This design comes from an exercise in tuning for small area and a short achievable clock period on the open sky130 flow, not from production work. Function was checked by simulation only, so behaviour that the tests miss may differ from the original. Power and IR drop assume default switching activity.

**config.mk**
```make
export PLATFORM = sky130hd
export DESIGN_NAME = DSP
export DESIGN_NICKNAME = DSP
export VERILOG_FILES = /design/flow/design.v
export SDC_FILE = /design/flow/constraint.sdc
export NUM_CORES = 4
export LEC_CHECK = 0
export CAP_MARGIN = 20
export CORE_MARGIN = 2
export CORE_UTILIZATION = 40
export SLEW_MARGIN = 20
```
**constraint.sdc**
```tcl
create_clock -name core_clock -period 7.0 [get_ports {CLK}]
set_input_delay 1.4000 -clock core_clock [delete_from_list [all_inputs] [get_ports {CLK}]]
set_output_delay 1.4000 -clock core_clock [all_outputs]
set_load 0.01 [all_outputs]
```
**design.v**
```verilog
module MUX_REGISTER(the_input,clk,CE,rst,the_output);
parameter width=18;
parameter selection=1;
parameter RSTTYPE="SYNC";
input [width-1:0] the_input;
input clk,rst,CE;
output reg [width-1:0] the_output;
generate
	if(selection==1)
	begin
		if(RSTTYPE=="SYNC")
		begin
			always @(posedge clk ) begin
				if (rst) 
					the_output<=0;	
				else if(CE==1)
					the_output<=the_input;
			end
		end
		else if(RSTTYPE=="ASYNC") begin
			always @(posedge clk or posedge rst ) begin
				if (rst) 
					the_output<=0;	
				else if(CE==1)
					the_output<=the_input;
			end
		end
	end
	else if(selection==0)
	begin
	    always @(the_input ) begin
		the_output=the_input;
	     end
	end
endgenerate
endmodule
module DSP(A,B,C,D,CARRYIN,M,P,CARRYOUT,CARRYOUTF,CLK,OPMODE,CEA,CEB,CECARRYIN,CEC,CED,CEM,CEOPMODE 
,CEP,RSTA,RSTB,RSTC,RSTCARRYIN,RSTD,RSTM,RSTP,RSTOPMODE,BCOUT,PCIN,BCIN,PCOUT);
input [17:0] A,B,D,BCIN;
input [47:0] C,PCIN;
input [7:0] OPMODE;
input CARRYIN,CLK,CEA,CEB,CECARRYIN,CEC,CED,CEM,CEOPMODE,CEP,RSTA,RSTB,RSTC,RSTCARRYIN,RSTD,RSTM,RSTP,RSTOPMODE;
output CARRYOUTF,CARRYOUT;
output [47:0] PCOUT,P;
output [17:0] BCOUT;
output [35:0] M;
parameter A0REG=0;
parameter A1REG=1;
parameter B0REG=0;
parameter B1REG=1;
parameter CREG=1;
parameter DREG=1;
parameter MREG=1;
parameter PREG=1;
parameter CARRYINREG=1;
parameter CARRYOUTREG=1;
parameter OPMODEREG=1;
parameter CARRYINSEL="OPMODE5";  
parameter B_INPUT="DIRECT";  
parameter RSTTYPE="SYNC";  
wire [17:0] DFF,B0F,A0F,B1F,A1F;
wire [47:0] CFF;
wire [35:0] MFF;
wire CIF,COF;
wire [7:0] OPF;
wire [17:0] BMUX;
wire [17:0] PRE_MUX,PRE;
wire [35:0] MUL;
wire [47:0] POST;
wire [47:0] X,Z;
wire [47:0] CONCAT;
wire COUT,CIN;
MUX_REGISTER #(.width(18),.selection(1)) DUT_DREG(D,CLK,CED,RSTD,DFF);
assign BMUX=(B_INPUT=="DIRECT")? B:(B_INPUT=="CASCADE")?PCIN:0  ;
MUX_REGISTER #(.width(18),.selection(0)) DUT_B0REG(BMUX,CLK,CEB,RSTB,B0F);
MUX_REGISTER #(.width(18),.selection(0)) DUT_A0REG(A,CLK,CEA,RSTA,A0F);
MUX_REGISTER #(.width(48),.selection(1)) DUT_CREG(C,CLK,CEC,RSTC,CFF);
MUX_REGISTER #(.width(8),.selection(1)) DUT_OPMODEREG(OPMODE,CLK,CEOPMODE,RSTOPMODE,OPF);
MUX_REGISTER #(.width(18),.selection(1)) DUT_B1REG(PRE_MUX,CLK,CEB,RSTB,B1F);
MUX_REGISTER #(.width(18),.selection(1)) DUT_A1REG(A0F,CLK,CEA,RSTA,A1F);
MUX_REGISTER #(.width(36),.selection(1)) DUT_MREG(MUL,CLK,CEM,RSTM,MFF);
MUX_REGISTER #(.width(48),.selection(1)) DUT_PREG(POST,CLK,CEP,RSTP,P);
MUX_REGISTER #(.width(1),.selection(1)) DUT_COREG(COUT,CLK,CECARRYIN,RSTCARRYIN,COF);
MUX_REGISTER #(.width(1),.selection(1)) DUT_CINREG(CIN,CLK,CECARRYIN,RSTCARRYIN,CIF);
assign CIN=(CARRYINSEL=="OPMODE5")? OPMODE[5]:(CARRYINSEL=="CARRYIN")? CARRYIN:0;
assign MUL=A1F*B1F;
assign BCOUT=B1F;
assign M=MFF;
assign CONCAT={DFF[12:0],A1F,B1F};
assign CARRYOUT=COF;
assign CARRYOUTF=COF;
assign PCOUT=P;
assign PRE=(OPMODE[6]==0)? (DFF+B0F):(DFF-B0F) ;
assign PRE_MUX=(OPMODE[4]==0) ? B0F:PRE;
assign X=({OPMODE[1],OPMODE[0]}==2'b00)? 0: ({OPMODE[1],OPMODE[0]}==2'b01)? ({12'b000000000000,MFF}):({OPMODE[1],OPMODE[0]}==2'b10)?P:CONCAT;
assign Z=({OPMODE[3],OPMODE[2]}==2'b00)? 0: ({OPMODE[3],OPMODE[2]}==2'b01)? PCIN:({OPMODE[3],OPMODE[2]}==2'b10)?P:CFF;
assign {COUT,POST}=(OPMODE[7]==0)? (Z+X+CIF):(Z-(X+CIF));
endmodule
```
**run.sh**
```bash
#!/bin/bash
# synth_recipe.tcl (not shown) runs the flow's synth.tcl, then flattens the netlist and writes it again
# the make line also repeats each setting of config.mk as NAME=value (left out here)
make -C /OpenROAD-flow-scripts/flow DESIGN_CONFIG=/design/flow/config.mk WORK_HOME=/design/flow/orfs CLKGATE_MAP_FILE= SYNTH_SCRIPT=/design/flow/synth_recipe.tcl finish
```
==> impl_results.md <==
- Status: complete, no violations
- Final hold vios: 0
- Grt ovf: 0
- Worst-path clk slew: 80 ps
- Post-Route Skew: 19.6 ps
- Max Slew Vio Count: 0
- Mapped Cells: 3,321
- First-pass GRT wire length: 146,000 µm
- Initial antenna violation count: 1
- Fin Setup TNS: 0 ps
- Dpl hpwl: 76,500 µm
- Post-synthesis area per instance: 8.23 µm²
- Clock tree from TritonCTS: done
- H-tree depth: 4
- Initial Util: 40.6%
- Die span in x: 265 µm
- Setup WS post-layout: 365 ps
- Die H: 265 µm
- Reg-to-Reg Start: DUT_A1REG.the_output[6]
- Area growth syn-to-layout: 17.1%
- Tot Pwr: 5.96 mW
- # Post-CTS Setup Buffers: 0
- Area leader, netlist: fa_1
- CP Capture Type: flip-flop
- Drt pass-1 iters: 5
- Final ANT Viol Nets: 0
- Buf/Inv on CP: 6
- Post-route DRC: 0
- Mapped cell area: 27,300 µm²
- Nets@finish: 4,261
- Largest stage delay on the critical path: 570 ps
- CTS buffer count: 17
- Sink Count: 188
- Clock Path Buffers: 2
- Critical-path cell list: buf_4 > buf_4 > and2_1 > fa_1 > inv_1 > fa_1 > fa_1 > inv_1 > ha_1 > fa_1 > inv_1 > fa_1 > inv_1 > ha_1 > a21o_1 > o41ai_2 > a31o_2 > o31a_1 > o31a_1 > o21ai_1 > a21oi_1 > nor3_1 > nor4_1
- Routed len/inst: 21.4 µm
- CP delay by family, top: adder cells
- GPL Wtd Cong: 0.945
- Crit-path max FO: 7
- Ranking of synthesized cells by area: fa_1 19%, dfxtp_1 14%, ha_1 12%, inv_1 6.2%, mux2i_1 5.4%
- Placed Area: 31,400 µm²
- Iteration-0 DRC Markers: 1,623
- Critical path startpoint: DUT_A1REG.the_output[6]
- Sequential area share after synthesis: 13.8%
- Clock Tree Root: clkbuf_16
- Worst hold slack: 491 ps
- Antenna Cells: 0
- Final worst path period need: 6630 ps
- Crit-path slowest cell: o41ai_2
- Full die area: 70,400 µm²
- Final setup violation count: 0
- Final instance area: 32,000 µm²
- Largest net degree at the start of global routing: 52
- Hold Path Class: reg -> reg
- IO Port Bufs: 324
- Actual slew at the worst max-slew pin: 1050 ps
- Post-Route WL: 94,700 µm
- Setup WS pre-CTS: 199 ps
- Max Cap Viol: 0
- Crit path arrival time: 7070 ps
- Total track usage: 27.0%
- EDFF count, synth: 0
- Yosys top cell area share: 19.1%
- Async set or reset register ratio after synthesis: 0%
- Core Area: 67,400 µm²
- Clock latency on the worst-skew pair: 520 ps
- Vias in the first global route: 23,900
- IO Pins: 346
- Leak: 15.4 nW
- Peak supply drop: 0.179 mV
- P per Cell Area: 186 nW/µm²
- Core Rows: 95
- CP most frequent cell: fa_1
- Total vias in the final route: 24,000
- RSZ-0062 raised after global routing: false
- #FFs+latches synth: 188
- # resized after CTS: 0
- Worst Path Required: 7430 ps
- Synth unique cells: 82
- Main synth FF type: dfxtp_1
- Via/cell ratio: 5.42
- Max_slew headroom: 30.1%
- Synth warn: 6
- Synth Net Count: 4,043
- Hold buffer count at cts: 0
- Fill cell count: 6,645
- Fmax: 151 MHz
- Share of post-route cells with drive strength above 1: 7.86%
- Hold_sp: DUT_MREG.the_output[0]
- Final worst path period share: 94.8%
- Setup CP Type: reg -> reg
- Startpoint Class: flip-flop
[per-layer routing]
metal  vias to the layer above  share of wire (%)  global-route usage, %
li1                      11400                  -                      -
met1                     11700                 46                   37.3
met2                       794                 45                   43.3
met3                       110                6.5                   4.66
met4                         2                2.7                   8.00
met5                         -              0.011                      0
[flip-flops by register name, summed over array words and instances (netlist names)]
name / cells
DUT_COREG.the_output: 1
DUT_CREG.the_output: 48
DUT_CINREG.the_output: 1
DUT_A1REG.the_output: 18
DUT_B1REG.the_output: 18
DUT_DREG.the_output: 18
DUT_PREG.the_output: 48
DUT_MREG.the_output: 36
[Yosys cell counts (all sizes together) (41+ instances only)]
library cell	number
a211oi	46
a21o	71
a21oi	159
a22o	61
and2	143
buf	71
clkbuf	169
dfxtp	188
fa	261
ha	267
inv	454
mux2	85
mux2i	148
nand2	293
nor2	288
nor3	41
o21ai	78
xnor2	104
[tightest hold or removal path, stage by stage, from the launching register on]
cell     delay, ps
dfxtp_1        330
nand2_1         60
a21oi_1         50
[logic make-up after synthesis]
kind of cell	count (synthesis)	synth area share, %
buffers and inverters	694	10.2
multiplexers	233	8.92
flip-flops	188	13.8
adder cells (fa/ha/maj)	528	31.3
AO/OA/AOI/OAI	615	15.6
AND/OR/NAND/NOR	925	15.8
XOR/XNOR	138	4.42
[power breakdown]
part           leakage (nW)  switching [mW]  internal [mW]
registers              1.55           0.221           1.19
clock network         0.264           0.563          0.469
logic                  13.5            1.96           1.55
total                  15.4            2.75           3.21
[through the flow]
stage | util [%] | cells
finish | 47.5 | 4424
global route | 47.5 | 4424
CTS | 47.5 | 4424
detailed placement | 46.7 | 4393
global placement | 46.6 | 4392
floorplan | - | 3321
[cells in the final DEF, fill, tap and decap left out, drive strengths merged, types with 8 or more instances in the layout]
master / Yosys / final
nor2b: 34 / 34
o21ai: 78 / 78
a21oi: 159 / 159
o211ai: 17 / 17
nand2: 293 / 293
inv: 454 / 461
a311oi: 8 / 8
a31oi: 20 / 20
clkdlybuf4s50: 0 / 313
clkbuf: 169 / 18
a22o: 61 / 61
o21bai: 25 / 25
and2: 143 / 143
a21o: 71 / 71
nand2b: 18 / 18
and3: 14 / 14
mux2i: 148 / 148
a211oi: 46 / 46
a2111oi: 8 / 8
ha: 267 / 267
nor3: 41 / 41
o31a: 9 / 9
a22oi: 27 / 27
or3: 10 / 10
o21a: 15 / 15
dfxtp: 188 / 188
o31ai: 12 / 12
nand3: 27 / 27
xor2: 34 / 34
fa: 261 / 261
nand4: 19 / 19
nor2: 288 / 288
buf: 71 / 126
nor4: 9 / 9
mux2: 85 / 85
xnor2: 104 / 104
[cell type report]
| type | instances | area (µm²) | share of cell area [%] |
|---|---|---|---|
| Timing Repair Buffer | 439 | 4100 | 12.8 |
| Inverter | 454 | 1700 | 5.32 |
| Clock inverter | 13 | 128 | 0.399 |
| Multi-Input combinational cell | 2439 | 20800 | 64.9 |
| Tap cell | 873 | 1090 | 3.41 |
| Sequential cell | 188 | 3780 | 11.8 |
| Clock buffer | 18 | 429 | 1.34 |
[final timing paths]
path,endpoint,slack [ps],cells after the start
setup / recovery,DUT_MREG.the_output[35],370,23
hold / removal,DUT_MREG.the_output[0],490,2
setup reg to reg,DUT_MREG.the_output[35],370,23
hold reg to reg,DUT_MREG.the_output[0],490,2

==> afterwards: timing with drivers on the ports <==
In the flow no input, the clock included, has a driving cell. The finished layout below was timed again as built, in two steps.
Step 1 (the two cells are an assumption about what drives the block):
set clk [get_ports {CLK}]
set_driving_cell -lib_cell sky130_fd_sc_hd__clkbuf_16 $clk
set_driving_cell -lib_cell sky130_fd_sc_hd__buf_2 [delete_from_list [all_inputs] $clk]
Step 2 adds t to the input delays and takes it off the output delays; t is the mean of the earliest and latest rising clock arrival at the registers after step 1. Input paths then give back, and output paths get back, about the clock's delay inside the block.
Three values: ideal, step 1, step 2; two values: the first two.
t, ns: 0.573
slack for setup (ns): 0.365 / 0.365 / 0.360
hold WS [ns]: 0.491 / 0.491 / 0.491
worst slew at a driven data input, ns: 0.08
After both steps this run still meets setup and hold. For this run, drivers alone change the setup slack by 0.000 ns; drivers and shift together by -0.005 ns.
